What follows belongs to an exercise in optimizing a design on an open flow for small area, a short achievable clock period and few clock cycles per item; a production flow would make more cautious choices.
At most, simulation tests tie the RTL to the original design; equivalence was not proved.
Only the layout flow was run in runs 1 and 2; the RTL was not checked for function there.
Power is estimated from default activity; no workload was simulated.

$ cat design/flow/design.v
`timescale 1ns / 1ps
module mul_ctrl
(
    input               clk,
    input               rst_b,
    input               start,
    output reg          done,
    output reg [7:0]    g_addra,
    input      [63:0]   g_douta,
    output reg [7:0]    g_addrb,
    input      [63:0]   g_doutb,
    output reg [6:0]    h_addra,
    input      [13:0]   h_douta,
    output reg          f_wea,
    output reg [7:0]    f_addra,
    output     [63:0]   f_dina,
    input      [63:0]   f_douta
    );
localparam [2:0] IDLE  = 3'd0,
                 FILL1 = 3'd1,
                 FILL2 = 3'd2,
                 RUN1  = 3'd3,   
                 RUN2  = 3'd4,   
                 RUN3  = 3'd5,   
                 FIN   = 3'd6;   
reg  [2:0]  state;
reg  [7:0]  w;           
wire [7:0]  ph  = h_douta[13:6];
wire [5:0]  pl  = h_douta[5:0];
wire        nzl = |pl;
wire        split = ((ph == w) & nzl) | ((w == 8'd158) & (ph == 8'd0) & (pl <= 6'd12));
wire [6:0]  h_inc = (h_addra == 7'd70) ? 7'd0 : h_addra + 7'd1;
wire [6:0]  h_dec = (h_addra == 7'd0) ? 7'd70 : h_addra - 7'd1;
wire        last_term  = (h_addra == 7'd1);   
wire        first_term = (h_addra == 7'd2);   
reg  [2:0]  kind;        
reg  [8:0]  dq;          
reg  [5:0]  plq;
reg         firstq;
always @(posedge clk) begin
    if (!rst_b) begin
        state   <= IDLE;
        kind    <= IDLE;
    end
    else begin
        kind    <= state;
        case (state)
            IDLE: begin
                if (start) begin
                    state   <= FILL1;
                    h_addra <= 7'd0;
                    w       <= 8'd0;
                end
            end
            FILL1: begin
                h_addra <= 7'd1;
                state   <= FILL2;
            end
            FILL2: begin
                h_addra <= 7'd2;
                state   <= RUN1;
            end
            RUN1: begin
                if (split) begin
                    h_addra <= h_dec;
                    state   <= RUN2;
                end
                else begin
                    h_addra <= h_inc;
                    if (last_term) begin
                        w <= w + 8'd1;
                        if (w == 8'd158)
                            state <= FIN;
                    end
                end
            end
            RUN2: begin
                h_addra <= h_inc;
                state   <= RUN3;
            end
            RUN3: begin
                h_addra <= h_inc;
                state   <= RUN1;
                if (last_term) begin
                    w <= w + 8'd1;
                    if (w == 8'd158)
                        state <= FIN;
                end
            end
            FIN: begin
                state   <= IDLE;
            end
            default: begin
                state   <= IDLE;
            end
        endcase
    end
end
always @(posedge clk) begin
    dq      <= {1'b0, w} - {1'b0, ph} - {8'd0, nzl};
    plq     <= pl;
    firstq  <= first_term;
end
wire        neg = dq[8];
wire        nzq = |plq;
wire        cc  = nzq & (plq <= 6'd51);
wire [7:0]  a_n = dq[7:0] + 8'd158 + {7'd0, cc};
wire [7:0]  b_n = dq[7:0] + 8'd159 + {7'd0, cc};
wire [7:0]  a   = neg ? a_n : dq[7:0];
wire [7:0]  b   = neg ? b_n : dq[7:0] + 8'd1;
wire        sp_b = neg ? (dq[7:0] + {7'd0, cc} == 8'd0) : (dq[7:0] == 8'd158);
wire [5:0]  o   = neg ? 6'd51 - plq : 6'd0 - plq;
reg         type_b;      
reg         nowr;        
reg  [5:0]  off1, off2, off3;
reg  [3:0]  off4;
reg         um1, um2, um3;
reg         first1, first2, first3, first4;
always @(posedge clk) begin
    if (!rst_b) begin
        first1  <= 1'b0;
    end
    else begin
        case (kind)
            RUN1: begin
                g_addra <= a;
                g_addrb <= sp_b ? 8'd0 : b;
                off1    <= o;
                um1     <= 1'b0;
                first1  <= firstq;
                type_b  <= sp_b;
            end
            RUN2: begin
                g_addrb <= 8'd0;
                off1    <= off1 + 6'd13;
                um1     <= 1'b1;
                first1  <= 1'b0;
            end
            RUN3: begin
                g_addrb <= 8'd0;
                off1    <= type_b ? off1 + 6'd51 : 6'd0;
                um1     <= 1'b1;
                first1  <= 1'b0;
            end
            FIN: begin
                off1    <= 6'd0;
                um1     <= 1'b1;
                first1  <= 1'b1;
            end
            default: begin
                first1  <= 1'b0;
            end
        endcase
    end
end
always @(posedge clk) begin
    if (!rst_b) begin
        first2  <= 1'b0;
        first3  <= 1'b0;
        f_wea   <= 1'b0;
        done    <= 1'b0;
    end
    else begin
        first2  <= first1;
        first3  <= first2;
        f_wea   <= first3 & ~nowr;
        done    <= first3 & ~nowr & (state == IDLE);
        if (state == IDLE && start)
            nowr <= 1'b1;
        else if (first3)
            nowr <= 1'b0;
        if (first3 & ~nowr)
            f_addra <= f_addra - 8'd1;
        else if ((kind == RUN1 && firstq) || kind == FIN)
            f_addra <= w;
    end
end
wire [127:0] x = {g_douta & {64{~um3}}, g_doutb};
wire [94:0]  y5 = off3[5] ? x[95:1]  : x[127:33];
wire [78:0]  y4 = off3[4] ? y5[78:0] : y5[94:16];
reg  [78:0]  ya;
wire [70:0]  y3 = off4[3] ? ya[70:0] : ya[78:8];
wire [66:0]  y2 = off4[2] ? y3[66:0] : y3[70:4];
wire [64:0]  y1 = off4[1] ? y2[64:0] : y2[66:2];
wire [63:0]  y0 = off4[0] ? y1[63:0] : y1[64:1];
reg  [63:0]  acc;
always @(posedge clk) begin
    off2    <= off1;
    off3    <= off2;
    off4    <= off3[3:0];
    um2     <= um1;
    um3     <= um2;
    first4  <= first3;
    ya      <= y4;
    acc     <= (first4 ? f_douta : acc) ^ y0;
end
assign f_dina = {acc[63:13], acc[12:0] & {13{f_addra != 8'd158}}};
endmodule
`timescale 1ns / 1ps
module bike_mul
#(  parameter               G_ADDR_W = 8,
    parameter               G_DAT_W = 64,
    parameter               H_ADDR_W = 7,
    parameter               H_DAT_W = 14
    )
(
    input                   clk,
    input                   rst_b,
    input                   start,
    output                  done,
    output [G_ADDR_W-1:0]   g_addra,
    input  [G_DAT_W-1:0]    g_douta,
    output [G_ADDR_W-1:0]   g_addrb,
    input  [G_DAT_W-1:0]    g_doutb,
    output [H_ADDR_W-1:0]   h_addra,
    input  [H_DAT_W-1:0]    h_douta,
    output                  f_wea,
    output [G_ADDR_W-1:0]   f_addra,
    output [G_DAT_W-1:0]    f_dina,
    input  [G_DAT_W-1:0]    f_douta
    );
mul_ctrl mul0_ctrl (
    .clk        (clk),
    .rst_b      (rst_b),
    .start      (start),
    .done       (done),
    .g_addra    (g_addra),
    .g_douta    (g_douta),
    .g_addrb    (g_addrb),
    .g_doutb    (g_doutb),
    .h_addra    (h_addra),
    .h_douta    (h_douta),
    .f_wea      (f_wea),
    .f_addra    (f_addra),
    .f_dina     (f_dina),
    .f_douta    (f_douta)
    );
endmodule
$ cat design/flow/run.sh
#!/bin/bash
# synth_recipe.tcl (not shown) runs the flow's synth.tcl, then flattens the netlist and writes it again
# the make line also repeats each setting of config.mk as NAME=value (left out here)
make -C /OpenROAD-flow-scripts/flow DESIGN_CONFIG=/design/flow/config.mk WORK_HOME=/design/flow/orfs CLKGATE_MAP_FILE= SYNTH_SCRIPT=/design/flow/synth_recipe.tcl finish
$ cat design/flow/config.mk
export PLATFORM = sky130hd
export DESIGN_NAME = bike_mul
export DESIGN_NICKNAME = bike_mul
export VERILOG_FILES = /design/flow/design.v
export SDC_FILE = /design/flow/constraint.sdc
export NUM_CORES = 4
export LEC_CHECK = 0
export CAP_MARGIN = 20
export CORE_MARGIN = 2
export CORE_UTILIZATION = 40
export PLACE_DENSITY = 0.6
export SLEW_MARGIN = 20
$ cat design/flow/constraint.sdc
create_clock -name core_clock -period 8.0 [get_ports {clk}]
set_input_delay 1.6000 -clock core_clock [delete_from_list [all_inputs] [get_ports {clk}]]
set_output_delay 1.6000 -clock core_clock [all_outputs]
set_load 0.01 [all_outputs]
==> qor.yml, run 1 <==
netlist_area_um2: 14600
cp_max_fo: 13
synthCells: 1357
synth_top_area_share_pct: 25.9
startpoint_type: "flip-flop"
clock_latency_ps: 550
fillers: 3333
power_uw: 4110
fin_util_pct: 51.2
grt-ovfl-total: 0
area_growth_pct: 27.0
vdd_drop_max_mv: 0.149
postCtsSetupRepairBufs: 0
drv_cap: 0
die_area_um2: 38100
cpPeakStageDelay_ps: 640
crit_chain: "inv_1, ha_1, nand3_1, nor2_1, nor2b_1, clkdlybuf4s50_1"
yosys.area.top_type: "dfxtp_1"
slew_violations: 0
cts_sinks: 237
track_usage_pct: 22.4
timing.final.crit_share_pct: 52.4
die_w_um: 195
yosys-top-cells-area: "dfxtp_1 (26%), mux4_2 (15%), mux2i_1 (15%), edfxtp_1 (9.9%), xnor2_1 (4.4%)"
endpoint_kind: "primary output"
grt_setup_unrepaired: "no"
io_pins: 306
cts.clk_slew.worst_paths_ps: 60
grt_antenna_before_repair: 24
worst_slew_pin_slew_ps: 1050
max_freq_mhz: 238
clockBufferDepth: 3
routed_via_density: 5.45
initial_utilization_pct: 40.3
drt_iter0_markers: 801
antenna_left: 0
ctsResizeCount: 0
critPathArrivalTime_ps: 2590
crit_required_ps: 6400
synth_area_per_cell_um2: 10.8
layout.nets: 1805
postCtsHoldBufs: 0
hold_violations: 0
tns_ps: 0
min_period_ps: 4190
setup_violations: 0
leakage_uw: 0.00702
ff_latch_area_um2: 5250
multi_input_area_um2: 8480
grt_max_degree: 83
cts_buffers: 29
fp-row-count: 70
crit_type: "flip-flop to primary output"
slew_headroom_pct: 30.1
status: "no timing/DRC/antenna violations"
synth_seq_cells: 237
synthDistinctLibCells: 65
hp-class: "flip-flop to flip-flop"
die_h_um: 195
gp_congestion: 0.889
yosysSeqAreaShare_pct: 35.7
wl_um: 43900
htree_levels: 1
synthFlopType: "dfxtp_1"
portBuffers: 304
synth_edf_count: 48
wl_per_cell_um: 21.2
fin_skew_ps: 11.3
drive_gt1_share_pct: 11.9
ys_warn_count: 1
vias: 11260
drc_errors: 0
critical_path.slowest_cell: "nor2_1"
cts_tree: "yes"
core_um2: 36300
grt_pass1_vias: 11047
synth_nets: 1603
cts_root_buf: "clkbuf_16"
first_pass_iters: 6
p_per_area_nw_per_um2: 222
grt_pass1_wl_um: 65800
async_reset_ff_share_pct: 0
place_hpwl_um: 34000
## per-stage QoR
| step | hold slack (ps) | setup WS [ps] | cell area, um2 | instances |
|---|---|---|---|---|
| 3_3_place_gp | 311 | 3590 | 17600 | 1995 |
| 3_5_place_dp | 312 | 3750 | 17600 | 1996 |
| 6_report | 314 | 3810 | 18600 | 2066 |
| 2_1_floorplan | 310 | 4480 | 14600 | 1357 |
| 4_1_cts | 312 | 3730 | 18500 | 2050 |
| 5_1_grt | 314 | 3510 | 18500 | 2057 |
## flip-flops by register name, summed over array words and instances, names as in the netlist, 3 cells and up
name               count
mul0_ctrl.acc         64
mul0_ctrl.dq           9
mul0_ctrl.f_addra      8
mul0_ctrl.g_addra      8
mul0_ctrl.g_addrb      8
mul0_ctrl.h_addra      7
mul0_ctrl.kind         3
mul0_ctrl.off1         6
mul0_ctrl.off2         6
mul0_ctrl.off3         6
mul0_ctrl.off4         4
mul0_ctrl.plq          6
mul0_ctrl.state        3
mul0_ctrl.w            8
mul0_ctrl.ya          79
## cells in the mapped netlist (all sizes together), types with 10 or more instances
cell type / number
buf: 87
ha: 35
a22oi: 35
nor2b: 20
o21ai: 51
a21oi: 46
mux4: 99
nand2: 87
nor2: 86
nor3: 10
nand3: 18
mux2i: 213
xor2: 29
inv: 41
mux2: 17
clkbuf: 54
xnor2: 74
edfxtp: 48
dfxtp: 189
## report_power, final
| part | switching, uW | total, uW | internal (uW) |
|---|---|---|---|
| Sequential | 175 | 1630 | 1450 |
| Combinational | 477 | 1170 | 694 |
| Clock | 528 | 1310 | 785 |
## placed cells by master (no fill, tap or decap), types with 7 or more instances in the layout
master	count
xnor2_1	74
mux4_2	99
clkdlybuf4s50_1	304
o31ai_1	7
o21ai_0	50
clkbuf_16	30
edfxtp_1	48
nand2_1	87
a22oi_1	35
clkbuf_1	7
nor4_1	8
diode_2	16
inv_1	41
dfxtp_1	182
nor2_1	85
nand3_1	18
buf_4	7
nor2b_1	20
a21oi_1	46
nor3_1	10
ha_1	35
mux2_2	17
xor2_1	29
nand2b_1	9
o211ai_1	7
mux2i_1	213
## final cells by class
cell class,count,area share [%]
Tap cell,468,3.16
Inverter,41,0.829
Antenna cell,16,0.216
Multi-Input combinational cell,938,45.7
Sequential cell,237,28.3
Clock buffer,37,4.19
Clock inverter,17,0.937
Timing Repair Buffer,312,16.7
## cells by family after synthesis
group / share of synthesized area (%)
flip-flops: 35.7
buffers and inverters: 6.31
multiplexers: 31.2
XOR/XNOR: 6.17
adder cells (fa/ha/maj): 3.27
AND/OR/NAND/NOR: 9.42
AO/OA/AOI/OAI: 7.94
## path summary, 6_finish.rpt
check | start | end | slack, ps | cells past startpoint
worst min register to register | mul0_ctrl.off3[1]$_DFF_P_ | mul0_ctrl.off4[1]$_DFF_P_ | 310 | 0
worst max-delay path | mul0_ctrl.f_addra[0]$_DFFE_PP_ | f_dina[11] | 3810 | 6
worst min-delay path | mul0_ctrl.off3[1]$_DFF_P_ | mul0_ctrl.off4[1]$_DFF_P_ | 310 | 0
worst max register to register | mul0_ctrl.off4[2]$_DFF_P_ | mul0_ctrl.acc[51]$_DFF_P_ | 5110 | 6
## layer usage
metal | share of wire (%) | GRT usage (%) | vias up
li1 | - | - | 5363
met1 | 40 | 27.1 | 5426
met2 | 49 | 38.9 | 383
met3 | 8.1 | 6.37 | 70
met4 | 2.5 | 6.39 | 18
met5 | 0.27 | 0 | -
## worst max-delay path, delay by kind of cell (launching register included)
| family | cells | cell delay (ps) |
|---|---|---|
| simple gates | 3 | 830 |
| buf+inv | 2 | 640 |
| flops | 1 | 420 |
| fa+ha+maj | 1 | 150 |
==> run 2, diff against run 1 <==
--- a/design/flow/config.mk
+++ b/design/flow/config.mk
@@ -5,8 +5,10 @@
 export SDC_FILE = /design/flow/constraint.sdc
 export NUM_CORES = 4
 export LEC_CHECK = 0
+export ABC_CLOCK_PERIOD_IN_PS = 2500
 export CAP_MARGIN = 20
 export CORE_MARGIN = 2
 export CORE_UTILIZATION = 40
 export PLACE_DENSITY = 0.6
+export SETUP_SLACK_MARGIN = 5
 export SLEW_MARGIN = 20
==> qor.yml, run 2 <==
p_per_area_nw_per_um2: 210  # was 222 nW/um2
setup_slack_ps: 4510  # was 3810 ps
ys_warn_count: 1  # unchanged
critical_path.slowest_cell: "edfxtp_1"  # was nor2_1
multi_input_area_um2: 8760  # was 8480 um2
max_freq_mhz: 287  # was 238 MHz
synthDistinctLibCells: 65  # unchanged
hold_violations: 0  # unchanged
dp_slack_ps: 3740  # was 3750 ps
drv_cap: 0  # unchanged
initial_utilization_pct: 40.3  # unchanged
first_pass_iters: 4  # was 6
cts_root_buf: "clkbuf_16"  # unchanged
clock_latency_ps: 560  # was 550 ps
cpPeakStageDelay_ps: 420  # was 640 ps
track_usage_pct: 22.6  # was 22.4%
io_pins: 306  # unchanged
postCtsHoldBufs: 0  # unchanged
timing.final.crit_share_pct: 43.6  # was 52.4%
ff_latch_area_um2: 5250  # unchanged
hold_depth: 0  # unchanged
crit_required_ps: 6400  # about the same
wl_um: 43500  # was 43,900 um
fin_skew_ps: 15.2  # was 11.3 ps
cts_buffers: 28  # was 29
grt_pass1_vias: 11484  # was 11,047
routed_via_density: 5.39  # was 5.45
min_period_ps: 3490  # was 4190 ps
synthFlopType: "dfxtp_1"  # unchanged
synthCells: 1357  # unchanged
crit_family: "buffers and inverters"  # was simple AND/OR/NAND/NOR gates
final_common_cell: "mux2i_1"  # was clkdlybuf4s50_1
fillers: 3348  # was 3,333
hold_path_end: "mul0_ctrl.off3[4]$_DFF_P_"  # was mul0_ctrl.off4[1]$_DFF_P_
most-common-layout-cells: "mux2i_1 (213), clkdlybuf4s50_1 (193), dfxtp_1 (182)"  # was clkdlybuf4s50_1 (304), mux2i_1 (213), dfxtp_1 (182)
grt_pass1_wl_um: 66400  # was 65,800 um
startpoint_type: "flip-flop"  # unchanged
cts_tree: "yes"  # unchanged
status: "no timing/DRC/antenna violations"  # unchanged
reg2regPathDepth: 5  # was 6
grt_setup_unrepaired: "yes"  # was no
antenna_left: 0  # unchanged
rr_startpoint: "mul0_ctrl.off4[2]$_DFF_P_"  # unchanged
layout.nets: 1851  # was 1,805
grt_max_degree: 83  # unchanged
leakage_uw: 0.00746  # was 0.00702 uW
async_reset_ff_share_pct: 0  # unchanged
netlist_area_um2: 14600  # unchanged
fin_util_pct: 52.5  # was 51.2%
synth_top_area_share_pct: 25.9  # unchanged
area_growth_pct: 30.2  # was 27.0%
final_cells: 2099  # was 2,066
synth_seq_cells: 237  # unchanged
synth_most_common_cell: "mux2i_1"  # unchanged
wl_per_cell_um: 20.7  # was 21.2 um
portBuffers: 304  # unchanged
slew_headroom_pct: 32.2  # was 30.1%
vdd_drop_max_mv: 0.133  # was 0.149 mV
r2r_end: "mul0_ctrl.acc[46]$_DFF_P_"  # was mul0_ctrl.acc[51]$_DFF_P_
gp_congestion: 0.873  # was 0.889
top_regs: "mul0_ctrl.ya: 79 flops, mul0_ctrl.acc: 64 flops, mul0_ctrl.dq: 9 flops"  # unchanged
top_register: "mul0_ctrl.ya"  # unchanged
crit_buf_inv: 4  # was 2
place_hpwl_um: 33500  # was 34,000 um
synth_nets: 1603  # unchanged
die_w_um: 195  # unchanged
largest_reg_flops: 79  # unchanged
cts_sinks: 237  # unchanged
die_h_um: 195  # unchanged
htree_levels: 1  # unchanged
placed_cells: 1997  # was 1,996
yosysSeqAreaShare_pct: 35.7  # unchanged
fp-row-count: 70  # unchanged
drive_gt1_share_pct: 18.6  # was 11.9%
yosys.area.top_type: "dfxtp_1"  # unchanged
drc_errors: 0  # unchanged
worst_slew_pin_slew_ps: 1020  # was 1050 ps
slew_violations: 0  # unchanged
synth_edf_count: 48  # unchanged
endpoint_kind: "primary output"  # unchanged
r2r_setup_slack_ps: 5330  # was 5110 ps
clockBufferDepth: 3  # unchanged
cts.clk_slew.worst_paths_ps: 60  # about the same
crit_chain: "inv_2, ha_4, nand3_4, nor2_4, buf_12, buf_6, nor2b_1, buf_2"  # was inv_1, ha_1, nand3_1, nor2_1, nor2b_1, clkdlybuf4s50_1
hp-class: "flip-flop to flip-flop"  # unchanged
cp_max_fo: 7  # was 13
worstHoldStart: "mul0_ctrl.off2[4]$_DFF_P_"  # was mul0_ctrl.off3[1]$_DFF_P_
yosys-top-cells-area: "dfxtp_1 (26%), mux4_2 (15%), mux2i_1 (15%), edfxtp_1 (9.9%), xnor2_1 (4.4%)"  # unchanged
hold_slack_ps: 324  # was 314 ps
vias: 11322  # was 11,260
tns_ps: 0  # unchanged
setup_violations: 0  # unchanged
core_um2: 36300  # unchanged
critPathArrivalTime_ps: 1890  # was 2590 ps
drt_iter0_markers: 653  # was 801
grt_antenna_before_repair: 11  # was 24
grt-ovfl-total: 0  # unchanged
synth_area_per_cell_um2: 10.8  # unchanged
crit_type: "flip-flop to primary output"  # unchanged
die_area_um2: 38100  # unchanged
ys_top_cells_by_count: "mux2i_1 (213), dfxtp_1 (189), mux4_2 (99), nand2_1 (87), nor2_1 (86)"  # unchanged
==> run 2: final cells by class <==
class / count / share of cell area, %
Clock buffer: 38 / 4.37
Multi-Input combinational cell: 938 / 46.0
Inverter: 41 / 0.809
Tap cell: 468 / 3.08
Sequential cell: 237 / 27.6
Clock inverter: 14 / 0.644
Timing Repair Buffer: 359 / 17.5
Antenna cell: 4 / 0.0526
==> run 2: how the worst max path moves through the flow <==
stage                                   start                 endpoint  slack (ps)  cells after the start
2_1_floorplan                      h_douta[2]  mul0_ctrl.dq[7]$_DFF_P_        4610                     11
3_3_place_gp                       h_douta[1]  mul0_ctrl.dq[8]$_DFF_P_        3820                     12
3_5_place_dp                       h_douta[1]  mul0_ctrl.dq[8]$_DFF_P_        3740                     12
4_1_cts        mul0_ctrl.f_addra[0]$_DFFE_PP_                f_dina[9]        4500                      8
5_1_grt        mul0_ctrl.f_addra[0]$_DFFE_PP_                f_dina[7]        4440                      8
6_report       mul0_ctrl.f_addra[0]$_DFFE_PP_               f_dina[12]        4510                      8
==> run 2: logic make-up after synthesis <==
family / after synthesis / share of synthesized area [%]
buffers and inverters: 182 / 6.31
xor gates and xnor gates: 103 / 6.17
muxes: 329 / 31.2
DFF: 237 / 35.7
AOI/OAI and AO/OA: 186 / 7.94
adders and majority gates: 37 / 3.27
and+or+nand+nor: 283 / 9.42
==> run 2: power by group <==
| group | internal (uW) | total (uW) | leakage [uW] | switching [uW] |
|---|---|---|---|---|
| combinational | 590 | 1070 | 0.00495 | 484 |
| sequential | 1450 | 1610 | 0.00203 | 155 |
| clock | 788 | 1300 | 0.000475 | 517 |
==> run 2: timing repair <==
action / CTS / global route
pin swaps: 24 / 16
endpoints found under the setup margin: 137 / 29
gates resized for setup: 218 / 23
hold endpoints to repair: 0 / 0
setup buffers: 37 / 9
==> run 2: stage by stage <==
stage                     instance area (um2)  total power, uW
after floorplan                         14800             2410
after global placement                  17700             2810
after detailed placement                17700             2820
after CTS                               18900             4020
after global routing                    19000             4200
final                                   19000             3990
==> run 2: worst register-to-register path, stage by stage, from the launching register on <==
cell and delay [ps]:
dfxtp_4 700, buf_6 490, mux2_2 460, mux2_2 290, mux4_2 480, xnor2_1 140
==> run 2: layer usage <==
metal / GRT usage [%] / part of all wire (%)
met3: 5.30 / 7.3
met4: 5.06 / 1.8
met2: 37.9 / 47
met1: 29.7 / 43
met5: 0 / 0.23
==> run 3, diff against run 2 <==
--- a/design/flow/design.v
+++ b/design/flow/design.v
@@ -61,17 +61,16 @@
                 state   <= RUN1;
             end
             RUN1: begin
+                if (last_term)
+                    w <= w + 8'd1;
                 if (split) begin
                     h_addra <= h_dec;
                     state   <= RUN2;
                 end
                 else begin
                     h_addra <= h_inc;
-                    if (last_term) begin
-                        w <= w + 8'd1;
-                        if (w == 8'd158)
-                            state <= FIN;
-                    end
+                    if (last_term && w == 8'd158)
+                        state <= FIN;
                 end
             end
             RUN2: begin
@@ -81,11 +80,8 @@
             RUN3: begin
                 h_addra <= h_inc;
                 state   <= RUN1;
-                if (last_term) begin
-                    w <= w + 8'd1;
-                    if (w == 8'd158)
-                        state <= FIN;
-                end
+                if (last_term && w == 8'd159)
+                    state <= FIN;
             end
             FIN: begin
                 state   <= IDLE;
@@ -113,7 +109,7 @@
 reg         type_b;      
 reg         nowr;        
 reg  [5:0]  off1, off2, off3;
-reg  [3:0]  off4;
+reg  [2:0]  off4;
 reg         um1, um2, um3;
 reg         first1, first2, first3, first4;
 always @(posedge clk) begin
@@ -178,23 +174,27 @@
 wire [127:0] x = {g_douta & {64{~um3}}, g_doutb};
 wire [94:0]  y5 = off3[5] ? x[95:1]  : x[127:33];
 wire [78:0]  y4 = off3[4] ? y5[78:0] : y5[94:16];
-reg  [78:0]  ya;
-wire [70:0]  y3 = off4[3] ? ya[70:0] : ya[78:8];
-wire [66:0]  y2 = off4[2] ? y3[66:0] : y3[70:4];
+wire [70:0]  y3 = off3[3] ? y4[70:0] : y4[78:8];
+reg  [70:0]  ya;
+wire [66:0]  y2 = off4[2] ? ya[66:0] : ya[70:4];
 wire [64:0]  y1 = off4[1] ? y2[64:0] : y2[66:2];
 wire [63:0]  y0 = off4[0] ? y1[63:0] : y1[64:1];
 reg  [63:0]  acc;
+reg          m158;
+wire [63:0]  acc_nx = (first4 ? f_douta : acc) ^ y0;
 always @(posedge clk) begin
     off2    <= off1;
     off3    <= off2;
-    off4    <= off3[3:0];
+    off4    <= off3[2:0];
     um2     <= um1;
     um3     <= um2;
     first4  <= first3;
-    ya      <= y4;
-    acc     <= (first4 ? f_douta : acc) ^ y0;
-end
-assign f_dina = {acc[63:13], acc[12:0] & {13{f_addra != 8'd158}}};
+    ya      <= y3;
+    acc     <= acc_nx & {51'h7_ffff_ffff_ffff, {13{~m158}}};
+    if (first3)
+        m158 <= (f_addra == 8'd158);
+end
+assign f_dina = acc;
 endmodule
 `timescale 1ns / 1ps
 module bike_mul
--- a/design/flow/config.mk
+++ b/design/flow/config.mk
@@ -5,7 +5,6 @@
 export SDC_FILE = /design/flow/constraint.sdc
 export NUM_CORES = 4
 export LEC_CHECK = 0
-export ABC_CLOCK_PERIOD_IN_PS = 2500
 export CAP_MARGIN = 20
 export CORE_MARGIN = 2
 export CORE_UTILIZATION = 40
==> qor.yml, run 3 <==
rr_startpoint: "mul0_ctrl.plq[2]$_DFF_P_"  # was mul0_ctrl.off4[2]$_DFF_P_
p_per_area_nw_per_um2: 197  # was 210 nW/um2
r2r_setup_slack_ps: 5270  # was 5330 ps
vias: 11300  # was 11,322
synth_area_per_cell_um2: 10.6  # was 10.8 um2
grt_max_degree: 89  # was 83
place_hpwl_um: 33000  # was 33,500 um
cts_buffers: 28  # unchanged
leakage_uw: 0.00744  # was 0.00746 uW
slew_headroom_pct: 26.6  # was 32.2%
dpl-instance-area_um2: 17400  # was 17,700 um2
routed_via_density: 5.39  # about the same
gp_congestion: 0.884  # was 0.873
top_register: "mul0_ctrl.ya"  # unchanged
max_freq_mhz: 298  # was 287 MHz
portBuffers: 304  # unchanged
largest_reg_flops: 71  # was 79
drc_errors: 0  # unchanged
setup_slack_ps: 4650  # was 4510 ps
first_pass_iters: 5  # was 4
drt_iter0_markers: 658  # was 653
track_usage_pct: 23.5  # was 22.6%
startpoint_type: "input port"  # was flip-flop
fin_skew_ps: 9.10  # was 15.2 ps
drive_gt1_share_pct: 16.7  # was 18.6%
hp-class: "flip-flop to flip-flop"  # unchanged
worst_slew_pin_slew_ps: 1100  # was 1020 ps
wl_um: 43500  # about the same
cts.clk_slew.worst_paths_ps: 60  # about the same
cpPeakStageDelay_ps: 570  # was 420 ps
layout.nets: 1857  # was 1,851
most-common-layout-cells: "mux2i_1 (230), clkdlybuf4s50_1 (193), dfxtp_1 (173)"  # was mux2i_1 (213), clkdlybuf4s50_1 (193), dfxtp_1 (182)
area_growth_pct: 33.4  # was 30.2%
worstHoldStart: "mul0_ctrl.off3[1]$_DFF_P_"  # was mul0_ctrl.off2[4]$_DFF_P_
tns_ps: 0  # unchanged
crit_path_start: "h_douta[1]"  # was mul0_ctrl.f_addra[0]$_DFFE_PP_
hold_violations: 0  # unchanged
grt_pass1_vias: 11270  # was 11,484
crit_required_ps: 8480  # was 6400 ps
crit_type: "input port to flip-flop"  # was flip-flop to primary output
synthDistinctLibCells: 65  # unchanged
cts_root_buf: "clkbuf_16"  # unchanged
reg2regPathDepth: 12  # was 5
grt_pass1_wl_um: 65600  # was 66,400 um
r2r_end: "mul0_ctrl.g_addrb[1]$_SDFFCE_PP0P_"  # was mul0_ctrl.acc[46]$_DFF_P_
synthFlopType: "dfxtp_1"  # unchanged
slew_violations: 0  # unchanged
die_area_um2: 36300  # was 38,100 um2
ys_top_cells_by_count: "mux2i_1 (230), dfxtp_1 (180), nor2_1 (91), nand2_1 (79), xor2_1 (69)"  # was mux2i_1 (213), dfxtp_1 (189), mux4_2 (99), nand2_1 (87), nor2_1 (86)
fin_util_pct: 54.0  # was 52.5%
netlist_area_um2: 13900  # was 14,600 um2
synthCells: 1319  # was 1,357
wl_per_cell_um: 20.8  # was 20.7 um
grt-ovfl-total: 0  # unchanged
setup_violations: 0  # unchanged
endpoint_kind: "flip-flop"  # was primary output
htree_levels: 1  # unchanged
final_common_cell: "mux2i_1"  # unchanged
grt_antenna_before_repair: 16  # was 11
synth_most_common_cell: "mux2i_1"  # unchanged
min_period_ps: 3350  # was 3490 ps
die_w_um: 191  # was 195 um
die_h_um: 191  # was 195 um
cts_tree: "yes"  # unchanged
status: "no timing/DRC/antenna violations"  # unchanged
cts_sinks: 229  # was 237
async_reset_ff_share_pct: 0  # unchanged
synth_edf_count: 49  # was 48
yosys.area.top_type: "dfxtp_1"  # unchanged
cp_max_fo: 2  # was 7
vdd_drop_max_mv: 0.180  # was 0.133 mV
yosysSeqAreaShare_pct: 36.5  # was 35.7%
initial_utilization_pct: 40.5  # was 40.3%
crit_chain: "buf_8, nor4_4, nand2_1, fa_2, inv_2, ha_4, o21ai_2, nand3b_1, a21oi_2, o21ai_2, a2111oi_2, nand3b_1"  # was inv_2, ha_4, nand3_4, nor2_4, buf_12, buf_6, nor2b_1, buf_2
critical_path.slowest_cell: "fa_2"  # was edfxtp_1
antenna_left: 0  # unchanged
clock_latency_ps: 550  # was 560 ps
fp-row-count: 68  # was 70
critPathArrivalTime_ps: 3830  # was 1890 ps
core_um2: 34400  # was 36,300 um2
drv_cap: 0  # unchanged
synth_top_area_share_pct: 25.9  # about the same
top_regs: "mul0_ctrl.ya: 71 flops, mul0_ctrl.acc: 64 flops, mul0_ctrl.dq: 9 flops"  # was mul0_ctrl.ya: 79 flops, mul0_ctrl.acc: 64 flops, mul0_ctrl.dq: 9 flops
clockBufferDepth: 3  # unchanged
io_pins: 306  # unchanged
cp-endpoint: "mul0_ctrl.dq[7]$_DFF_P_"  # was f_dina[12]
synth_nets: 1565  # was 1,603
ys_warn_count: 1  # unchanged
timing.final.crit_share_pct: 41.9  # was 43.6%
synth_seq_cells: 229  # was 237
postCtsHoldBufs: 0  # unchanged
yosys-top-cells-area: "dfxtp_1 (26%), mux2i_1 (17%), edfxtp_1 (11%), mux4_2 (10%), mux2_2 (4.7%)"  # was dfxtp_1 (26%), mux4_2 (15%), mux2i_1 (15%), edfxtp_1 (9.9%), xnor2_1 (4.4%)
dp_slack_ps: 3570  # was 3740 ps
grt_setup_unrepaired: "yes"  # unchanged
post-route-cell-area_um2: 18600  # was 19,000 um2
-- run 3: cell count changes after synthesis, sizes merged, moves of 7 or more --
cell	before	now
a221oi	3	10
nand2	87	80
buf	87	31
dfxtp	189	180
mux4	99	63
xnor2	74	40
mux2	17	58
nor2b	20	8
xor2	29	69
mux2i	213	230
nor3	10	19
a21oi	46	37
-- run 3: metal layers --
metal  vias up  wire length [um]  global-route usage (%)
li1       5430                 -                       -
met4        16              1020                    6.38
met5         -               118                       0
met1      5449             18000                    28.5
met2       337             21300                    41.2
met3        68              3060                    5.67
-- run 3: worst min path at each step --
stage / endpoint / slack [ps] / cells after the start
after global placement: mul0_ctrl.off3[3]$_DFF_P_ / 310 / 0
after global routing: mul0_ctrl.off4[1]$_DFF_P_ / 320 / 0
final: mul0_ctrl.off4[1]$_DFF_P_ / 320 / 0
after floorplan: mul0_ctrl.off3[0]$_DFF_P_ / 310 / 0
after CTS: mul0_ctrl.off4[1]$_DFF_P_ / 320 / 0
after detailed placement: mul0_ctrl.off4[0]$_DFF_P_ / 310 / 0
-- run 3: area by class of cell --
| cell class | instances | area [um2] |
|---|---|---|
| antenna | 7 | 17.5 |
| clock buffer | 36 | 783 |
| clock inverter | 16 | 141 |
| fill | 3087 | 15800 |
| inverter | 47 | 180 |
| multi-input combinational | 955 | 8510 |
| sequential | 229 | 5100 |
| tap | 455 | 569 |
| timing repair buffer | 350 | 3270 |
-- run 3: worst max-delay path, delay by kind of cell --
family / cells / cell delay, ps
buffers and inverters: 2 / 150
adder cells (fa/ha/maj): 2 / 720
AND/OR/NAND/NOR: 4 / 650
AO/OA/AOI/OAI: 4 / 720
-- run 3: power breakdown --
part	internal, uW	total (uW)	switching, uW	leakage (uW)
Combinational	479	894	415	0.00503
Clock	756	1270	518	0.000447
Sequential	1370	1500	128	0.00196
-- run 3: cell families after synthesis --
group / after synthesis / synth area share (%)
xor+xnor: 109 / 6.86
mux: 351 / 31.4
fa+ha+maj: 37 / 3.43
compound gates: 190 / 8.88
flops: 229 / 36.5
buf+inv: 135 / 3.92
simple gates: 268 / 9.04
-- run 3: what timing repair did --
item / in CTS / in global routing
setup endpoints to repair: 139 / 50
resized for setup: 166 / 17
pin swaps: 22 / 7
setup buffers: 35 / 2
hold endpoints to repair: 0 / 0
-- run 3: per-stage QoR --
step                hold slack [ps]  instances  total power, uW
finish                          321       2095             3660
global route                    321       2091             3840
CTS                             319       2086             3690
detailed placement              312       1999             2490
global placement                310       1999             2470
floorplan                       310       1319             1970
Testbench counts of run 3, summed over its fixed seeds: cycles 205,868, mults 18.
==> run 4, diff against run 3 <==
==> design/flow/flow/run.sh (new file) <==
#!/bin/bash
# The standard layout, with the port buffers made of buf_1 cells instead of
# the clkdlybuf4s50_1 cells buffer_ports picks by default.
set -euo pipefail
bash standard.sh "BUFFER_PORTS_ARGS=-buffer_cell sky130_fd_sc_hd__buf_1" finish > standard_flow.log 2>&1
==> design/flow/standard.sh (new file) <==
#!/bin/bash
# synth_recipe.tcl (not shown) runs the flow's synth.tcl, then flattens the netlist and writes it again
# the make line also repeats each setting of config.mk as NAME=value (left out here)
make -C /OpenROAD-flow-scripts/flow DESIGN_CONFIG=/design/flow/config.mk WORK_HOME=/design/flow/orfs CLKGATE_MAP_FILE= SYNTH_SCRIPT=/design/flow/synth_recipe.tcl "${@:-finish}"
removed: design/flow/run.sh
==> qor.yml, run 4 <==
status: "no timing/DRC/antenna violations"  # unchanged
slew_headroom_pct: 35.4  # was 26.6%
wl_um: 40600  # was 43,500 um
drc_errors: 0  # unchanged
synthFlopType: "dfxtp_1"  # unchanged
yosys.area.top_type: "dfxtp_1"  # unchanged
io_pins: 306  # unchanged
wl_per_cell_um: 19.6  # was 20.8 um
netlist_area_um2: 13900  # unchanged
top_regs: "mul0_ctrl.ya: 71 flops, mul0_ctrl.acc: 64 flops, mul0_ctrl.dq: 9 flops"  # unchanged
cts_sinks: 229  # unchanged
crit_required_ps: 8480  # about the same
gp_congestion: 0.878  # was 0.884
r2r_end: "mul0_ctrl.g_addrb[1]$_SDFFCE_PP0P_"  # unchanged
ff_latch_area_um2: 5100  # unchanged
synth_nets: 1565  # unchanged
cts.clk_slew.worst_paths_ps: 60  # about the same
grt-ovfl-total: 0  # unchanged
fp-row-count: 68  # unchanged
vdd_drop_max_mv: 0.138  # was 0.180 mV
p_per_area_nw_per_um2: 212  # was 197 nW/um2
yosys-top-cells-area: "dfxtp_1 (26%), mux2i_1 (17%), edfxtp_1 (11%), mux4_2 (10%), mux2_2 (4.7%)"  # unchanged
hold_slack_ps: 324  # was 321 ps
postCtsHoldBufs: 0  # unchanged
dp_slack_ps: 3920  # was 3570 ps
synthDistinctLibCells: 65  # unchanged
max_freq_mhz: 304  # was 298 MHz
tns_ps: 0  # unchanged
rr_startpoint: "mul0_ctrl.plq[2]$_DFF_P_"  # unchanged
initial_utilization_pct: 40.5  # unchanged
cts_tree: "yes"  # unchanged
grt_pass1_vias: 10785  # was 11,270
synth_edf_count: 49  # unchanged
drv_cap: 0  # unchanged
ys_top_cells_by_count: "mux2i_1 (230), dfxtp_1 (180), nor2_1 (91), nand2_1 (79), xor2_1 (69)"  # unchanged
final_common_cell: "buf_1"  # was mux2i_1
critPathArrivalTime_ps: 3770  # was 3830 ps
reg2regPathDepth: 12  # unchanged
die_w_um: 191  # unchanged
final_cells: 2072  # was 2,095
htree_levels: 1  # unchanged
layout.nets: 1834  # was 1,857
routed_via_density: 5.39  # about the same
fin_skew_ps: 11.4  # was 9.10 ps
r2r_setup_slack_ps: 5230  # was 5270 ps
synth_area_per_cell_um2: 10.6  # unchanged
area_growth_pct: 19.6  # was 33.4%
async_reset_ff_share_pct: 0  # unchanged
grt_pass1_wl_um: 60400  # was 65,600 um
portBuffers: 304  # unchanged
core_um2: 34400  # unchanged
setup_violations: 0  # unchanged
setup_slack_ps: 4710  # was 4650 ps
most-common-layout-cells: "buf_1 (296), mux2i_1 (230), dfxtp_1 (173)"  # was mux2i_1 (230), clkdlybuf4s50_1 (193), dfxtp_1 (173)
cp_max_fo: 3  # was 2
timing.final.crit_share_pct: 41.2  # was 41.9%
synth_seq_cells: 229  # unchanged
synth_top_area_share_pct: 25.9  # unchanged
startpoint_type: "input port"  # unchanged
multi_input_area_um2: 8470  # was 8510 um2
drive_gt1_share_pct: 14.7  # was 16.7%
yosysSeqAreaShare_pct: 36.5  # unchanged
hold_violations: 0  # unchanged
grt_setup_unrepaired: "yes"  # unchanged
grt_antenna_before_repair: 17  # was 16
worst_slew_pin_slew_ps: 969  # was 1100 ps
dpl-instance-area_um2: 15500  # was 17,400 um2
antenna_left: 0  # unchanged
hold_path_end: "mul0_ctrl.off4[1]$_DFF_P_"  # unchanged
hp-class: "flip-flop to flip-flop"  # unchanged
die_area_um2: 36300  # unchanged
crit_type: "input port to flip-flop"  # unchanged
cts_root_buf: "clkbuf_16"  # unchanged
synthCells: 1319  # unchanged
endpoint_kind: "flip-flop"  # unchanged
track_usage_pct: 21.5  # was 23.5%
clock_latency_ps: 540  # was 550 ps
leakage_uw: 0.00634  # was 0.00744 uW
min_period_ps: 3290  # was 3350 ps
fillers: 3262  # was 3,087
worstHoldStart: "mul0_ctrl.off3[1]$_DFF_P_"  # unchanged
largest_reg_flops: 71  # unchanged
synth_most_common_cell: "mux2i_1"  # unchanged
grt_max_degree: 81  # was 89
ys_warn_count: 1  # unchanged
placed_cells: 2000  # was 1,999
clockBufferDepth: 3  # unchanged
first_pass_iters: 5  # unchanged
hold_depth: 0  # unchanged
drt_iter0_markers: 626  # was 658
slew_violations: 0  # unchanged
vias: 11168  # was 11,300
place_hpwl_um: 31500  # was 33,000 um
die_h_um: 191  # unchanged
post-route-cell-area_um2: 16700  # was 18,600 um2
cts_buffers: 27  # was 28
top_register: "mul0_ctrl.ya"  # unchanged
## run 4: cell counts after synthesis
Identical to the previous run, type by type.
## run 4: worst max-delay path, cell delays in order
cell and delay, ps:
buf_8 100, nor4_4 270, nand2_1 110, fa_2 560, inv_2 50, ha_4 150, o21ai_2 100, nand3b_1 120
a21oi_2 160, o21ai_2 90, a2111oi_2 300, nand3b_1 160
## run 4: per-layer routing
metal  GRT usage [%]  routed length (um)  part of all wire (%)
met1            25.8               16400                    40
met2            38.3               20200                    50
met3            5.52                3090                   7.6
met4            5.40                 844                   2.1
met5               0                  84                  0.21
## run 4: cells by family after synthesis
| family | Yosys count | synth area share, % |
|---|---|---|
| AOI/OAI and AO/OA | 190 | 8.88 |
| xor gates and xnor gates | 109 | 6.86 |
| and+or+nand+nor | 268 | 9.04 |
| DFF | 229 | 36.5 |
| muxes | 351 | 31.4 |
| adders and majority gates | 37 | 3.43 |
| buffers and inverters | 135 | 3.92 |
## run 4: how the worst max path moves through the flow
stage / cells past startpoint / slack, ps / start / end
after floorplan: 11 / 4290 / h_douta[3] / mul0_ctrl.dq[7]$_DFF_P_
after global placement: 12 / 4010 / h_douta[3] / mul0_ctrl.dq[7]$_DFF_P_
after detailed placement: 12 / 3920 / h_douta[3] / mul0_ctrl.dq[7]$_DFF_P_
after CTS: 12 / 4680 / h_douta[1] / mul0_ctrl.dq[7]$_DFF_P_
after global routing: 12 / 4620 / h_douta[2] / mul0_ctrl.dq[7]$_DFF_P_
final: 12 / 4710 / h_douta[2] / mul0_ctrl.dq[7]$_DFF_P_
## run 4: area by class of cell
cell class              instances  area share (%)
diodes                          9           0.135
clock buffers                  41            4.80
clock inverters                 8           0.879
inverters                      47            1.06
multi-input cells             955            50.8
flip-flops and latches        229            30.6
well taps                     455            3.42
repair buffers                328            8.26
## run 4: what timing repair did
item	in CTS	in global routing
pin swaps	9	20
buffers inserted	10	4
endpoints found under the setup margin	11	24
gates resized for setup	16	21
## run 4: power breakdown
group | internal, uW | switching [uW] | total [uW]
clock | 816 | 487 | 1300
sequential | 1370 | 133 | 1500
combinational | 329 | 403 | 732
total | 2510 | 1020 | 3540
## run 4: metrics by stage
step           power [uW]  utilization [%]
4_1_cts              3570             48.1
5_1_grt              3710             48.4
3_5_place_dp         2250             45.0
6_report             3540             48.4
3_3_place_gp         2230             45.0
2_1_floorplan        1970                -
==> run 5, diff against run 4 <==
--- a/design/flow/design.v
+++ b/design/flow/design.v
@@ -16,26 +16,35 @@
     output     [63:0]   f_dina,
     input      [63:0]   f_douta
     );
-localparam [2:0] IDLE  = 3'd0,
-                 FILL1 = 3'd1,
-                 FILL2 = 3'd2,
-                 RUN1  = 3'd3,   
-                 RUN2  = 3'd4,   
-                 RUN3  = 3'd5,   
-                 FIN   = 3'd6;   
-reg  [2:0]  state;
+localparam [3:0] IDLE  = 4'd0,
+                 FILL1 = 4'd1,
+                 FILL2 = 4'd2,
+                 FILL3 = 4'd3,
+                 RUN1  = 4'd4,   
+                 RUN2  = 4'd5,   
+                 RUN3  = 4'd6,   
+                 RUN4  = 4'd7,   
+                 FIN   = 4'd8;   
+reg  [13:0] hq;
+reg  [3:0]  state;
 reg  [7:0]  w;           
-wire [7:0]  ph  = h_douta[13:6];
-wire [5:0]  pl  = h_douta[5:0];
+wire [7:0]  ph  = hq[13:6];
+wire [5:0]  pl  = hq[5:0];
 wire        nzl = |pl;
-wire        split = ((ph == w) & nzl) | ((w == 8'd158) & (ph == 8'd0) & (pl <= 6'd12));
+wire        eqw = (ph == w);
+wire        w158 = (w == 8'd158);
+wire        p0  = (ph == 8'd0);
+wire        split = (eqw & nzl) | (w158 & p0 & (pl <= 6'd12));
+wire        sp_b  = (eqw & nzl & (pl <= 6'd51)) | (w158 & p0 & ~nzl);
 wire [6:0]  h_inc = (h_addra == 7'd70) ? 7'd0 : h_addra + 7'd1;
-wire [6:0]  h_dec = (h_addra == 7'd0) ? 7'd70 : h_addra - 7'd1;
-wire        last_term  = (h_addra == 7'd1);   
-wire        first_term = (h_addra == 7'd2);   
-reg  [2:0]  kind;        
+wire [6:0]  h_rep = (h_addra < 7'd2) ? h_addra + 7'd69 : h_addra - 7'd2;
+wire        last_term  = (h_addra == 7'd2);   
+wire        first_term = (h_addra == 7'd3);   
+reg  [3:0]  kind;        
 reg  [8:0]  dq;          
 reg  [5:0]  plq;
+reg         ccq;         
+reg         spbq;        
 reg         firstq;
 always @(posedge clk) begin
     if (!rst_b) begin
@@ -58,18 +67,22 @@
             end
             FILL2: begin
                 h_addra <= 7'd2;
+                state   <= FILL3;
+            end
+            FILL3: begin
+                h_addra <= 7'd3;
                 state   <= RUN1;
             end
             RUN1: begin
                 if (last_term)
                     w <= w + 8'd1;
                 if (split) begin
-                    h_addra <= h_dec;
+                    h_addra <= h_rep;
                     state   <= RUN2;
                 end
                 else begin
                     h_addra <= h_inc;
-                    if (last_term && w == 8'd158)
+                    if (last_term && w158)
                         state <= FIN;
                 end
             end
@@ -79,9 +92,14 @@
             end
             RUN3: begin
                 h_addra <= h_inc;
-                state   <= RUN1;
+                state   <= RUN4;
+            end
+            RUN4: begin
+                h_addra <= h_inc;
                 if (last_term && w == 8'd159)
                     state <= FIN;
+                else
+                    state <= RUN1;
             end
             FIN: begin
                 state   <= IDLE;
@@ -93,18 +111,16 @@
     end
 end
 always @(posedge clk) begin
+    hq      <= h_douta;
     dq      <= {1'b0, w} - {1'b0, ph} - {8'd0, nzl};
     plq     <= pl;
+    ccq     <= nzl & (pl <= 6'd51);
+    spbq    <= sp_b;
     firstq  <= first_term;
 end
 wire        neg = dq[8];
-wire        nzq = |plq;
-wire        cc  = nzq & (plq <= 6'd51);
-wire [7:0]  a_n = dq[7:0] + 8'd158 + {7'd0, cc};
-wire [7:0]  b_n = dq[7:0] + 8'd159 + {7'd0, cc};
-wire [7:0]  a   = neg ? a_n : dq[7:0];
-wire [7:0]  b   = neg ? b_n : dq[7:0] + 8'd1;
-wire        sp_b = neg ? (dq[7:0] + {7'd0, cc} == 8'd0) : (dq[7:0] == 8'd158);
+wire [7:0]  a   = neg ? dq[7:0] + 8'd158 + {7'd0, ccq} : dq[7:0];
+wire [7:0]  b   = neg ? dq[7:0] + 8'd159 + {7'd0, ccq} : dq[7:0] + 8'd1;
 wire [5:0]  o   = neg ? 6'd51 - plq : 6'd0 - plq;
 reg         type_b;      
 reg         nowr;        
@@ -113,18 +129,19 @@
 reg         um1, um2, um3;
 reg         first1, first2, first3, first4;
 always @(posedge clk) begin
+    g_addra <= a;
+    if (kind == RUN1)
+        type_b  <= spbq;
     if (!rst_b) begin
         first1  <= 1'b0;
     end
     else begin
         case (kind)
             RUN1: begin
-                g_addra <= a;
-                g_addrb <= sp_b ? 8'd0 : b;
+                g_addrb <= spbq ? 8'd0 : b;
                 off1    <= o;
                 um1     <= 1'b0;
                 first1  <= firstq;
-                type_b  <= sp_b;
             end
             RUN2: begin
                 g_addrb <= 8'd0;
@@ -139,11 +156,15 @@
                 first1  <= 1'b0;
             end
             FIN: begin
+                g_addrb <= 8'd0;
                 off1    <= 6'd0;
                 um1     <= 1'b1;
                 first1  <= 1'b1;
             end
             default: begin
+                g_addrb <= 8'd0;
+                off1    <= 6'd0;
+                um1     <= 1'b1;
                 first1  <= 1'b0;
             end
         endcase
--- a/design/flow/config.mk
+++ b/design/flow/config.mk
@@ -7,7 +7,7 @@
 export LEC_CHECK = 0
 export CAP_MARGIN = 20
 export CORE_MARGIN = 2
-export CORE_UTILIZATION = 40
-export PLACE_DENSITY = 0.6
+export CORE_UTILIZATION = 60
+export PLACE_DENSITY = 0.75
 export SETUP_SLACK_MARGIN = 5
 export SLEW_MARGIN = 20
==> qor.yml, run 5 <==
ff_latch_area_um2: 5380  # was 5100 um2
vias: 11172  # was 11,168
drive_gt1_share_pct: 12.5  # was 14.7%
synth_nets: 1549  # was 1,565
cts_sinks: 247  # was 229
hold_slack_ps: 320  # was 324 ps
cts_root_buf: "clkbuf_16"  # unchanged
synthDistinctLibCells: 63  # was 65
synthCells: 1306  # was 1,319
fin_util_pct: 70.1  # was 48.4%
portBuffers: 304  # unchanged
hp-class: "flip-flop to flip-flop"  # unchanged
netlist_area_um2: 14100  # was 13,900 um2
synth_most_common_cell: "mux2i_1"  # unchanged
yosysSeqAreaShare_pct: 38.1  # was 36.5%
die_h_um: 157  # was 191 um
endpoint_kind: "flip-flop"  # unchanged
dp_slack_ps: 4670  # was 3920 ps
placed_cells: 1853  # was 2,000
critPathArrivalTime_ps: 3140  # was 3770 ps
first_pass_iters: 5  # unchanged
final_common_cell: "buf_1"  # unchanged
routed_via_density: 5.86  # was 5.39
synth_edf_count: 41  # was 49
fin_skew_ps: 15.0  # was 11.4 ps
use_met3_pct: 6.33  # was 5.52%
cts.clk_slew.worst_paths_ps: 60  # about the same
htree_levels: 1  # unchanged
wl_um: 37400  # was 40,600 um
synth_seq_cells: 247  # was 229
setup_violations: 0  # unchanged
top_register: "mul0_ctrl.ya"  # unchanged
synthFlopType: "dfxtp_1"  # unchanged
grt_pass1_vias: 10753  # was 10,785
cp_max_fo: 10  # was 3
max_freq_mhz: 350  # was 304 MHz
antenna_left: 0  # unchanged
core_um2: 23300  # was 34,400 um2
die_w_um: 157  # was 191 um
setup_slack_ps: 5150  # was 4710 ps
drc_errors: 0  # unchanged
crit_buf_inv: 1  # was 2
grt_pass1_wl_um: 55900  # was 60,400 um
grt_setup_unrepaired: "no"  # was yes
place_hpwl_um: 28300  # was 31,500 um
timing.final.crit_share_pct: 35.7  # was 41.2%
synth_area_per_cell_um2: 10.8  # was 10.6 um2
gp_congestion: 0.925  # was 0.878
io_pins: 306  # unchanged
final_cells: 1907  # was 2,072
globalRouteMet2Util_pct: 53.3  # was 38.3%
grt-ovfl-total: 0  # unchanged
p_per_area_nw_per_um2: 235  # was 212 nW/um2
async_reset_ff_share_pct: 0  # unchanged
crit_chain: "inv_1, ha_1, nand4_1, or3_4, o32ai_4, a21o_1, o22ai_1, a211o_1"  # was buf_8, nor4_4, nand2_1, fa_2, inv_2, ha_4, o21ai_2, nand3b_1, a21oi_2, o21ai_2, a2111oi_2, nand3b_1
vdd_drop_max_mv: 0.189  # was 0.138 mV
critical_path.slowest_cell: "edfxtp_1"  # was fa_2
worst_slew_pin_slew_ps: 1110  # was 969 ps
drv_cap: 0  # unchanged
crit_required_ps: 8280  # was 8480 ps
grt_most_used_layer: "met2"  # unchanged
min_period_ps: 2850  # was 3290 ps
largest_reg_flops: 71  # unchanged
initial_utilization_pct: 60.4  # was 40.5%
slew_headroom_pct: 25.8  # was 35.4%
yosys.area.top_type: "dfxtp_1"  # unchanged
cpPeakStageDelay_ps: 450  # was 560 ps
area_growth_pct: 15.9  # was 19.6%
crit_family: "compound AO/OA/AOI/OAI gates"  # was adder cells
slew_violations: 0  # unchanged
top_regs: "mul0_ctrl.ya: 71 flops, mul0_ctrl.acc: 64 flops, mul0_ctrl.hq: 14 flops"  # was mul0_ctrl.ya: 71 flops, mul0_ctrl.acc: 64 flops, mul0_ctrl.dq: 9 flops
fp-row-count: 56  # was 68
ys_warn_count: 1  # unchanged
status: "no timing/DRC/antenna violations"  # unchanged
multi_input_area_um2: 8190  # was 8470 um2
tns_ps: 0  # unchanged
drt_iter0_markers: 612  # was 626
wl_per_cell_um: 19.6  # about the same
most-common-layout-cells: "buf_1 (304), mux2i_1 (230), dfxtp_1 (199)"  # was buf_1 (296), mux2i_1 (230), dfxtp_1 (173)
use_met1_pct: 32.5  # was 25.8%
track_usage_pct: 29.1  # was 21.5%
cts_tree: "yes"  # unchanged
grt_max_degree: 89  # was 81
cts_buffers: 26  # was 27
crit_type: "flip-flop to flip-flop"  # was input port to flip-flop
grt_antenna_before_repair: 12  # was 17
yosys-top-cells-area: "dfxtp_1 (29%), mux2i_1 (16%), mux4_2 (10%), edfxtp_1 (8.8%), mux2_2 (4.6%)"  # was dfxtp_1 (26%), mux2i_1 (17%), edfxtp_1 (11%), mux4_2 (10%), mux2_2 (4.7%)
layout.nets: 1805  # was 1,834
ys_top_cells_by_count: "mux2i_1 (230), dfxtp_1 (206), nor2_1 (84), nand2_1 (74), mux4_2 (64)"  # was mux2i_1 (230), dfxtp_1 (180), nor2_1 (91), nand2_1 (79), xor2_1 (69)
clockBufferDepth: 3  # unchanged
die_area_um2: 24700  # was 36,300 um2
leakage_uw: 0.00599  # was 0.00634 uW
clock_latency_ps: 540  # about the same
hold_violations: 0  # unchanged
startpoint_type: "flip-flop"  # was input port
fillers: 1831  # was 3,262
synth_top_area_share_pct: 29.3  # was 25.9%
## run 5: cell types whose count changed in the layout (fill, tap and decap cells not counted), sizes merged, moves of 11 or more
cell,change
clkbuf,-12
dfxtp,+26
buf,-12
nand3,-11
and3,+11
## run 5: stage by stage
step           instance area, um2  power, uW
5_1_grt                     16300       4010
4_1_cts                     16300       3860
3_3_place_gp                15300       2530
2_1_floorplan               14100       2250
3_5_place_dp                15300       2560
6_report                    16300       3830
## run 5: what timing repair did
action	CTS	global route
setup buffers	0	0
setup endpoints to repair	0	2
hold buffers	0	0
resized for setup	0	4
## run 5: path summary, 6_finish.rpt
path	startpoint	depth (start not counted)	slack, ps	to
max	mul0_ctrl.w[2]$_SDFFCE_PN0P_	8	5150	mul0_ctrl.h_addra[6]$_DFFE_PP_
min	mul0_ctrl.off2[5]$_DFF_P_	0	320	mul0_ctrl.off3[5]$_DFF_P_
max reg2reg	mul0_ctrl.w[2]$_SDFFCE_PN0P_	8	5150	mul0_ctrl.h_addra[6]$_DFFE_PP_
min reg2reg	mul0_ctrl.off2[5]$_DFF_P_	0	320	mul0_ctrl.off3[5]$_DFF_P_
## run 5: kinds of logic after synthesis
kind of cell | count (synthesis) | share of synthesized area [%]
buf+inv | 133 | 3.83
flops | 247 | 38.1
mux | 352 | 31.3
fa+ha+maj | 34 | 3.08
compound gates | 185 | 8.85
simple gates | 249 | 8.29
xor+xnor | 106 | 6.60
## run 5: final cells by class
type	instances	area share, %
clock inverter	15	1.37
sequential	247	33.0
multi-input combinational	926	50.2
antenna	7	0.107
timing repair buffer	313	7.44
tap	319	2.45
inverter	48	1.11
clock buffer	32	4.31
## run 5: routing by layer
layer | part of all wire [%] | wire length (um)
met1 | 38 | 14100
met4 | 4.7 | 1780
met2 | 50 | 18900
met3 | 6.8 | 2540
met5 | 0.17 | 63
## run 5: where the power goes
part / switching, uW / internal, uW / total [uW]
Clock: 506 / 787 / 1290
Sequential: 165 / 1490 / 1660
Combinational: 479 / 402 / 881
Total: 1150 / 2680 / 3830
## run 5: worst register-to-register path, stage by stage (launching register included)
cell,delay [ps]
edfxtp_1,450
inv_1,120
ha_1,370
nand4_1,110
or3_4,360
o32ai_4,360
a21o_1,380
o22ai_1,150
a211o_1,300
Testbench counts of run 5, summed over its fixed seeds: cycles 207,147, mults 18.
==> run 6, diff against run 5 <==
--- a/design/flow/config.mk
+++ b/design/flow/config.mk
@@ -7,7 +7,7 @@
 export LEC_CHECK = 0
 export CAP_MARGIN = 20
 export CORE_MARGIN = 2
-export CORE_UTILIZATION = 60
-export PLACE_DENSITY = 0.75
+export CORE_UTILIZATION = 40
+export PLACE_DENSITY = 0.6
 export SETUP_SLACK_MARGIN = 5
 export SLEW_MARGIN = 20
==> qor.yml, run 6 <==
clock_latency_ps: 550  # was 540 ps
initial_utilization_pct: 40.7  # was 60.4%
place_hpwl_um: 31500  # was 28,300 um
cts_buffers: 29  # was 26
fillers: 3360  # was 1,831
slew_violations: 0  # unchanged
final_common_cell: "buf_1"  # unchanged
placed_cells: 1989  # was 1,853
die_area_um2: 36700  # was 24,700 um2
cts_sinks: 247  # unchanged
top_register: "mul0_ctrl.ya"  # unchanged
htree_levels: 1  # unchanged
critPathArrivalTime_ps: 1270  # was 3140 ps
io_pins: 306  # unchanged
antenna_left: 0  # unchanged
grt_pass1_wl_um: 59900  # was 55,900 um
routed_via_density: 5.36  # was 5.86
fin_skew_ps: 18.6  # was 15.0 ps
power_uw: 3900  # was 3830 uW
layout.nets: 1808  # was 1,805
vias: 10956  # was 11,172
gp_congestion: 0.858  # was 0.925
synth_nets: 1549  # unchanged
postCtsHoldBufs: 0  # unchanged
hp-class: "flip-flop to flip-flop"  # unchanged
dpl-instance-area_um2: 15500  # was 15,300 um2
yosysSeqAreaShare_pct: 38.1  # unchanged
synthDistinctLibCells: 63  # unchanged
track_usage_pct: 21.3  # was 29.1%
synth_top_area_share_pct: 29.3  # unchanged
netlist_area_um2: 14100  # unchanged
p_per_area_nw_per_um2: 236  # was 235 nW/um2
crit_type: "flip-flop to primary output"  # was flip-flop to flip-flop
grt-ovfl-total: 0  # unchanged
drv_cap: 0  # unchanged
r2r_setup_slack_ps: 5200  # was 5150 ps
status: "no timing/DRC/antenna violations"  # unchanged
die_h_um: 191  # was 157 um
grt_max_degree: 89  # unchanged
startpoint_type: "flip-flop"  # unchanged
core_um2: 34500  # was 23,300 um2
synth_most_common_cell: "mux2i_1"  # unchanged
min_period_ps: 2870  # was 2850 ps
crit_chain: "buf_1"  # was inv_1, ha_1, nand4_1, or3_4, o32ai_4, a21o_1, o22ai_1, a211o_1
grt_setup_unrepaired: "yes"  # was no
clockBufferDepth: 3  # unchanged
synth_area_per_cell_um2: 10.8  # unchanged
drc_errors: 0  # unchanged
crit_buf_inv: 1  # unchanged
async_reset_ff_share_pct: 0  # unchanged
post-route-cell-area_um2: 16500  # was 16,300 um2
endpoint_kind: "primary output"  # was flip-flop
largest_reg_flops: 71  # unchanged
synth_edf_count: 41  # unchanged
portBuffers: 304  # unchanged
synthFlopType: "dfxtp_1"  # unchanged
ys_top_cells_by_count: "mux2i_1 (230), dfxtp_1 (206), nor2_1 (84), nand2_1 (74), mux4_2 (64)"  # unchanged
die_w_um: 191  # was 157 um
drive_gt1_share_pct: 12.6  # was 12.5%
tns_ps: 0  # unchanged
ys_warn_count: 1  # unchanged
leakage_uw: 0.00604  # was 0.00599 uW
grt_antenna_before_repair: 4  # was 12
wl_um: 40700  # was 37,400 um
yosys.area.top_type: "dfxtp_1"  # unchanged
wl_per_cell_um: 19.9  # was 19.6 um
setup_violations: 0  # unchanged
drt_iter0_markers: 596  # was 612
synth_seq_cells: 247  # unchanged
max_freq_mhz: 348  # was 350 MHz
fp-row-count: 68  # was 56
cp_max_fo: 10  # unchanged
top_regs: "mul0_ctrl.ya: 71 flops, mul0_ctrl.acc: 64 flops, mul0_ctrl.hq: 14 flops"  # unchanged
synthCells: 1306  # unchanged
slew_headroom_pct: 26.2  # was 25.8%
crit_family: "flip-flops"  # was compound AO/OA/AOI/OAI gates
most-common-layout-cells: "buf_1 (304), mux2i_1 (230), dfxtp_1 (199)"  # unchanged
critical_path.slowest_cell: "edfxtp_1"  # unchanged
cts_tree: "yes"  # unchanged
cpPeakStageDelay_ps: 540  # was 450 ps
timing.final.crit_share_pct: 35.9  # was 35.7%
crit_required_ps: 6400  # was 8280 ps
cts.clk_slew.worst_paths_ps: 60  # about the same
area_growth_pct: 17.4  # was 15.9%
hold_violations: 0  # unchanged
grt_pass1_vias: 10506  # was 10,753
cts_root_buf: "clkbuf_16"  # unchanged
worst_slew_pin_slew_ps: 1110  # about the same
first_pass_iters: 5  # unchanged
final_cells: 2043  # was 1,907
yosys-top-cells-area: "dfxtp_1 (29%), mux2i_1 (16%), mux4_2 (10%), edfxtp_1 (8.8%), mux2_2 (4.6%)"  # unchanged
postCtsSetupRepairBufs: 0  # unchanged
vdd_drop_max_mv: 0.174  # was 0.189 mV
==> run 6: changes by cell type in the layout (fill, tap and decap cells not counted), moves of 3 or more <==
cell,change
clkbuf_16,+4
clkinvlp_4,-3
diode_2,-6
inv_4,+3
==> run 6: path summary, 6_finish.rpt <==
path	start	to	cells after the start
setup / recovery	mul0_ctrl.h_addra[3]$_DFFE_PP_	h_addra[3]	1
hold / removal	mul0_ctrl.off2[4]$_DFF_P_	mul0_ctrl.off3[4]$_DFF_P_	0
setup reg to reg	mul0_ctrl.hq[1]$_DFF_P_	mul0_ctrl.dq[8]$_DFF_P_	13
hold reg to reg	mul0_ctrl.off2[4]$_DFF_P_	mul0_ctrl.off3[4]$_DFF_P_	0
==> run 6: final cells by class <==
class | instances | area (um2) | area share, %
antenna | 1 | 2.50 | 0.0152
clock inverter | 13 | 143 | 0.864
tap | 455 | 569 | 3.45
multi-input combinational | 926 | 8190 | 49.6
timing repair buffer | 313 | 1210 | 7.34
sequential | 247 | 5380 | 32.6
inverter | 48 | 180 | 1.09
clock buffer | 40 | 838 | 5.08
==> run 6: metal layers <==
layer | up-vias | share of wire, % | track usage [%]
met5 | - | 0.10 | 0
met4 | 6 | 2.7 | 6.07
met3 | 65 | 6.3 | 3.64
met2 | 361 | 51 | 39.9
met1 | 5220 | 39 | 24.8
li1 | 5304 | - | -
==> run 6: kinds of logic (layout without fill, tap and decap cells) <==
family	Yosys count	count (layout)	synth area share, %
AO/OA/AOI/OAI	185	185	8.85
XOR/XNOR	106	106	6.60
adder cells (fa/ha/maj)	34	34	3.08
buffers and inverters	133	414	3.83
flip-flops	247	247	38.1
multiplexers	352	352	31.3
other	0	1	0
AND/OR/NAND/NOR	249	249	8.29
==> run 6: timing repair <==
item,4_1_cts,5_1_grt
gates resized for setup,0,3
endpoints found under the setup margin,0,3
endpoints found under the hold margin,0,0
==> run 6: per-stage QoR <==
stage / setup slack, ps / hold slack [ps] / utilization, %
after floorplan: 5040 / 310 / -
after global placement: 4620 / 310 / 44.9
after detailed placement: 4610 / 312 / 44.9
after CTS: 5080 / 325 / 47.8
after global routing: 4970 / 329 / 47.8
final: 5130 / 323 / 47.8
==> run 6: power breakdown <==
group / total, uW / internal, uW / switching, uW
clock: 1350 / 825 / 526
combinational: 880 / 400 / 480
sequential: 1670 / 1490 / 179
==> run 6: worst reg2reg max path, stage by stage, from the launching register on <==
cell	delay, ps
dfxtp_1	320
nor2_1	210
and3_2	280
xnor2_1	150
ha_1	270
ha_1	210
nor2_1	140
fa_1	220
nand2_1	60
a21oi_1	210
o21bai_1	110
a21oi_2	220
nor3_1	70
a311oi_1	220

==> re-timing with driven ports <==
The results above use ideal ports. As a check the final layouts listed here were re-extracted and re-timed, cells and wires unchanged.
Step 1 sets driving cells, clkbuf_16 on the clock port and buf_2 on the other inputs (assumed; they add their load-dependent delay and slew).
Step 2 times the ports against the registers' clock, not the clock port: input delays grow and output delays shrink by t, the midpoint of the rising clock arrivals with the driver on.
Slacks: no drivers / after step 1 / after step 2; pairs: no drivers / after step 1.
| run | t, ns | setup WS [ns] | worst hold slack (ns) | worst register clock-pin slew, ns | pins driven straight from the clock port |
|---|---|---|---|---|---|
| run 1 | 0.591 | 3.806 / 3.754 / 3.734 | 0.314 / 0.314 / 0.314 | 0.07 / 0.07 | 1 |
| run 2 | 0.601 | 4.512 / 4.459 / 4.322 | 0.324 / 0.324 / 0.324 | 0.07 / 0.07 | 1 |
| run 3 | 0.592 | 4.650 / 4.662 / 4.070 | 0.321 / 0.321 / 0.321 | 0.07 / 0.07 | 1 |
| run 4 | 0.583 | 4.705 / 4.716 / 4.133 | 0.324 / 0.324 / 0.324 | 0.06 / 0.06 | 1 |
| run 5 | 0.585 | 5.145 / 5.104 / 4.647 | 0.320 / 0.320 / 0.320 | 0.07 / 0.07 | 1 |
| run 6 | 0.587 | 5.130 / 5.080 / 4.610 | 0.323 / 0.323 / 0.323 | 0.06 / 0.06 | 1 |
After both steps setup and hold are still met in every run listed. The setup slack of run 3, which loses most, moves by +0.012 ns with the drivers and by -0.580 ns with both steps.
